Context: an optimization exercise on an open-source flow, tuned for small area. The choices shown serve that exercise and are no tape-out recipe.
Only simulation tests tie the RTL to the original design; equivalence was not proved.

==> flow/design.v <==
module smg_interface_demo
(
    input CLK,                       
    input RSTn,                      
    input R1,                        
    input key,                       
    output [7:0]SMG_Data,            
    output [5:0]Scan_Sig,            
    output [3:0] led,
    output rx                        
);
reg f8;
wire rst = RSTn & ~f8;
reg [5:0] c1;
reg [4:0] q;
wire c1_end = (c1 == 6'd49);
wire samp = c1_end & (q == 5'd19);            
wire cnt0 = (q == 5'd0);
wire ph01  = cnt0 & (c1[5:1] == 5'd0);        
wire ph012 = cnt0 & (c1 <= 6'd2);             
wire ph0   = cnt0 & (c1 == 6'd0);             
always @(posedge CLK)
    if (!rst) begin
        c1 <= 6'd0;
        q <= 5'd0;
    end else begin
        c1 <= c1_end ? 6'd0 : c1 + 6'd1;
        if (c1_end) q <= (q == 5'd19) ? 5'd0 : q + 5'd1;
    end
reg kc, kk, p;
wire pc = samp & kc & ~R1;
wire pk = samp & kk & ~key;
reg [4:0] cc;            
reg [7:0] ck;            
reg rec1, rec2;          
reg F;                   
reg lr1, lr2;
always @(posedge CLK)
    if (!rst) begin
        kc <= 1'b1; kk <= 1'b1; p <= 1'b0;
    end else if (samp) begin
        kc <= R1; kk <= key; p <= pc;
    end
wire [4:0] cc_m1 = cc - 5'd1;
wire [4:0] cc_o1 = (ph01 & p) ? cc_m1 : cc;      
wire [4:0] cc_o2 = (ph012 & p) ? cc_m1 : cc;     
wire fl1 = (cc_o1 == 5'd4);
wire ff  = (cc_o1 == 5'd8);
wire v   = (cc_o2 == 5'd8);
wire c1rec = (cc_o2 == 5'd4);
wire cc_ge8 = (ph0 & p) ? (cc_m1[4] | cc_m1[3]) : (cc[4] | cc[3]);
wire [3:0] n1d = rec1 ? ck[3:0] : 4'd0;
wire [3:0] n2d = rec2 ? ck[7:4] : 4'd0;
wire gt = n1d > n2d;
wire eq = n1d == n2d;
wire f1 = v & gt;
wire f2 = v & ~gt & ~eq;
wire fm = v & eq;
wire [3:0] nl = v ? (gt ? n1d : n2d) : 4'd0;
always @(posedge CLK)
    if (!rst) begin
        cc <= 5'd0; ck <= 8'd0; rec1 <= 1'b0; rec2 <= 1'b0; F <= 1'b0;
        lr1 <= 1'b0; lr2 <= 1'b0;
    end else begin
        if (pc) cc <= cc + 5'd1;
        if (pk & ~cc[4] & ~cc[3] & ~(cc[2] ? rec2 : rec1)) ck[cc[2:0]] <= 1'b1;
        rec1 <= rec1 | c1rec;
        rec2 <= rec2 | v;
        F <= F | cc_ge8;
        if (L) begin
            if (f1) begin lr1 <= 1'b1; lr2 <= 1'b0; end
            else if (f2) begin lr1 <= 1'b0; lr2 <= 1'b1; end
            else if (fm) begin lr1 <= 1'b1; lr2 <= 1'b1; end
        end else begin
            lr1 <= 1'b0; lr2 <= 1'b0;
        end
    end
reg [15:0] B;
reg [2:0] K;
reg L;
wire bfb = B[15] ^ B[14] ^ B[12] ^ B[3] ^ (B[14:0] == 15'd0);
wire bwrap = (B == 16'h8000);                
always @(posedge CLK)
    if (!F) begin
        B <= 16'd0; K <= 3'd0; L <= 1'b1; f8 <= 1'b0;
    end else begin
        B <= {B[14:0], bfb};
        if (bwrap) K <= K + 3'd1;
        if (B == 16'hc099) L <= 1'b0;           
        else if (bwrap) L <= 1'b1;
        if (K == 3'd6 && B == 16'h177c) f8 <= 1'b1;    
    end
assign led = {2'b00, fl1 | lr1, ff ^ lr2};
reg [3:0] nld;           
always @(posedge CLK) nld <= nl;
reg [2:0] j;
reg [3:0] rnum;
reg [3:0] dn;            
wire [2:0] dig = (j == 3'd7) ? 3'd0 :
                 (c1 == 6'd0) ? ((j == 3'd5) ? 3'd0 : j + 3'd1) : j;
reg [3:0] selv;
always @(*)
    case (dig)
        3'd0: selv = n1d;
        3'd1: selv = n2d;
        3'd3, 3'd5: selv = nld;
        default: selv = 4'd10;
    endcase
always @(posedge CLK or negedge rst)
    if (!rst) begin
        j <= 3'd7; rnum <= 4'd0; dn <= 4'd0;
    end else begin
        j <= dig;
        if (!c1_end) rnum <= selv;
        if (rnum <= 4'd10) dn <= ~rnum;
    end
reg [5:0] scan;
always @(*)
    case (j)
        3'd0: scan = 6'b011_111;
        3'd1: scan = 6'b101_111;
        3'd2: scan = 6'b110_111;
        3'd3: scan = 6'b111_011;
        3'd4: scan = 6'b111_101;
        3'd5: scan = 6'b111_110;
        default: scan = 6'b100_000;
    endcase
assign Scan_Sig = scan;
reg [7:0] seg;
always @(*)
    case (~dn)
        4'd0: seg = 8'b1100_0000;
        4'd1: seg = 8'b1111_1001;
        4'd2: seg = 8'b1010_0100;
        4'd3: seg = 8'b1011_0000;
        4'd4: seg = 8'b1001_1001;
        4'd5: seg = 8'b1001_0010;
        4'd6: seg = 8'b1000_0010;
        4'd7: seg = 8'b1111_1000;
        4'd8: seg = 8'b1000_0000;
        4'd9: seg = 8'b1001_0000;
        4'd10: seg = 8'b1011_1111;
        default: seg = 8'b1111_1111;
    endcase
assign SMG_Data = seg;
reg [1:0] uj;
reg [1:0] u3;
reg [2:0] u7;
reg [4:0] u31;
reg [3:0] bc;            
reg b, tx;
wire div0 = (uj == 2'b01) & (u3 == 2'b11) & (u7 == 3'b010) & (u31 == 5'b00010);
wire [3:0] bc_n = div0 ? ((bc == 4'd10) ? 4'd0 : bc + 4'd1) : bc;
reg bit_n;
always @(*)
    case (bc_n)
        4'd1: bit_n = 1'b0;
        4'd2: bit_n = nld[0];
        4'd3: bit_n = nld[1];
        4'd4: bit_n = nld[2];
        4'd5: bit_n = nld[3];
        4'd6, 4'd7, 4'd8, 4'd9: bit_n = 1'b0;
        default: bit_n = 1'b1;
    endcase
always @(posedge CLK or negedge RSTn)
    if (!RSTn) begin
        uj <= 2'b00; u3 <= 2'b01; u7 <= 3'b001; u31 <= 5'b00001;
        bc <= 4'd15; b <= 1'b1; tx <= 1'b0;
    end else begin
        uj <= {uj[0], ~uj[1]};
        u3 <= {u3[0], u3[1] ^ u3[0]};
        u7 <= {u7[1:0], u7[2] ^ u7[1]};
        u31 <= {u31[3:0], u31[4] ^ u31[2]};
        bc <= bc_n;
        b <= bit_n;
        tx <= b;
    end
assign rx = tx;
endmodule
Settings: LEC_CHECK=0, CAP_MARGIN=20, CORE_MARGIN=2, CORE_UTILIZATION=40, SLEW_MARGIN=20; clock period 10.0 ns.
run.sh (not shown) runs the stock make flow with config.mk's settings and CLKGATE_MAP_FILE= SYNTH_SCRIPT=/design/flow/synth_recipe.tcl, a recipe that flattens the netlist after the stock synthesis.
The starting point completed without violations.
Change:
--- a/flow/design.v
+++ b/flow/design.v
@@ -35,4 +35,5 @@
 reg rec1, rec2;          
 reg F;                   
+reg [18:0] E;            
 reg lr1, lr2;
 always @(posedge CLK)
@@ -68,5 +69,5 @@
         rec2 <= rec2 | v;
         F <= F | cc_ge8;
-        if (L) begin
+        if (E[15:0] < 16'd34500) begin
             if (f1) begin lr1 <= 1'b1; lr2 <= 1'b0; end
             else if (f2) begin lr1 <= 1'b0; lr2 <= 1'b1; end
@@ -76,18 +77,10 @@
         end
     end
-reg [15:0] B;
-reg [2:0] K;
-reg L;
-wire bfb = B[15] ^ B[14] ^ B[12] ^ B[3] ^ (B[14:0] == 15'd0);
-wire bwrap = (B == 16'h8000);                
 always @(posedge CLK)
     if (!F) begin
-        B <= 16'd0; K <= 3'd0; L <= 1'b1; f8 <= 1'b0;
+        E <= 19'd0; f8 <= 1'b0;
     end else begin
-        B <= {B[14:0], bfb};
-        if (bwrap) K <= K + 3'd1;
-        if (B == 16'hc099) L <= 1'b0;           
-        else if (bwrap) L <= 1'b1;
-        if (K == 3'd6 && B == 16'h177c) f8 <= 1'b1;    
+        E <= E + 19'd1;
+        if (E == 19'd399999) f8 <= 1'b1;
     end
 assign led = {2'b00, fl1 | lr1, ff ^ lr2};
@@ -144,11 +137,8 @@
     endcase
 assign SMG_Data = seg;
-reg [1:0] uj;
-reg [1:0] u3;
-reg [2:0] u7;
-reg [4:0] u31;
+reg [11:0] div;          
 reg [3:0] bc;            
 reg b, tx;
-wire div0 = (uj == 2'b01) & (u3 == 2'b11) & (u7 == 3'b010) & (u31 == 5'b00010);
+wire div0 = (div == 12'd2603);
 wire [3:0] bc_n = div0 ? ((bc == 4'd10) ? 4'd0 : bc + 4'd1) : bc;
 reg bit_n;
@@ -165,11 +155,7 @@
 always @(posedge CLK or negedge RSTn)
     if (!RSTn) begin
-        uj <= 2'b00; u3 <= 2'b01; u7 <= 3'b001; u31 <= 5'b00001;
-        bc <= 4'd15; b <= 1'b1; tx <= 1'b0;
+        div <= 12'd0; bc <= 4'd15; b <= 1'b1; tx <= 1'b0;
     end else begin
-        uj <= {uj[0], ~uj[1]};
-        u3 <= {u3[0], u3[1] ^ u3[0]};
-        u7 <= {u7[1:0], u7[2] ^ u7[1]};
-        u31 <= {u31[3:0], u31[4] ^ u31[2]};
+        div <= (div == 12'd0) ? 12'd2603 : div - 12'd1;
         bc <= bc_n;
         b <= bit_n;
Clock-buffer cell count came out higher by 3.
Synthesized cell count came out higher by about a fifth.
Synthesized area came out higher by a little under a tenth.
Via count came out higher by about a fifth.
Clock skew hardly moves.
Global-route usage came out higher by 1.7 points.

-- separate check: timing with driven ports --
No port has a modelled driver above. Below, the same layouts with a new extraction and two added sets of constraints.
Step 1 assumes that a clkbuf_16 drives the clock port and a buf_2 every other input.
Step 2 also shifts input and output timing later by t, the mid clock arrival at the registers, as if the neighbouring blocks saw the same clock.
a / b / c = no drivers / after step 1 / after step 2; a / b = the first two.
run | t, ns | slack for setup (ns) | worst register clock-pin slew, ns | worst data-port slew with drivers (ns) | cell pins on the clock port's net
the first run | 0.369 | 4.715 / 4.674 / 4.833 | 0.07 / 0.07 | 0.03 | 1
the second run | 0.373 | 4.896 / 4.860 / 5.233 | 0.06 / 0.06 | 0.03 | 1
After both steps every run listed still meets setup and hold.
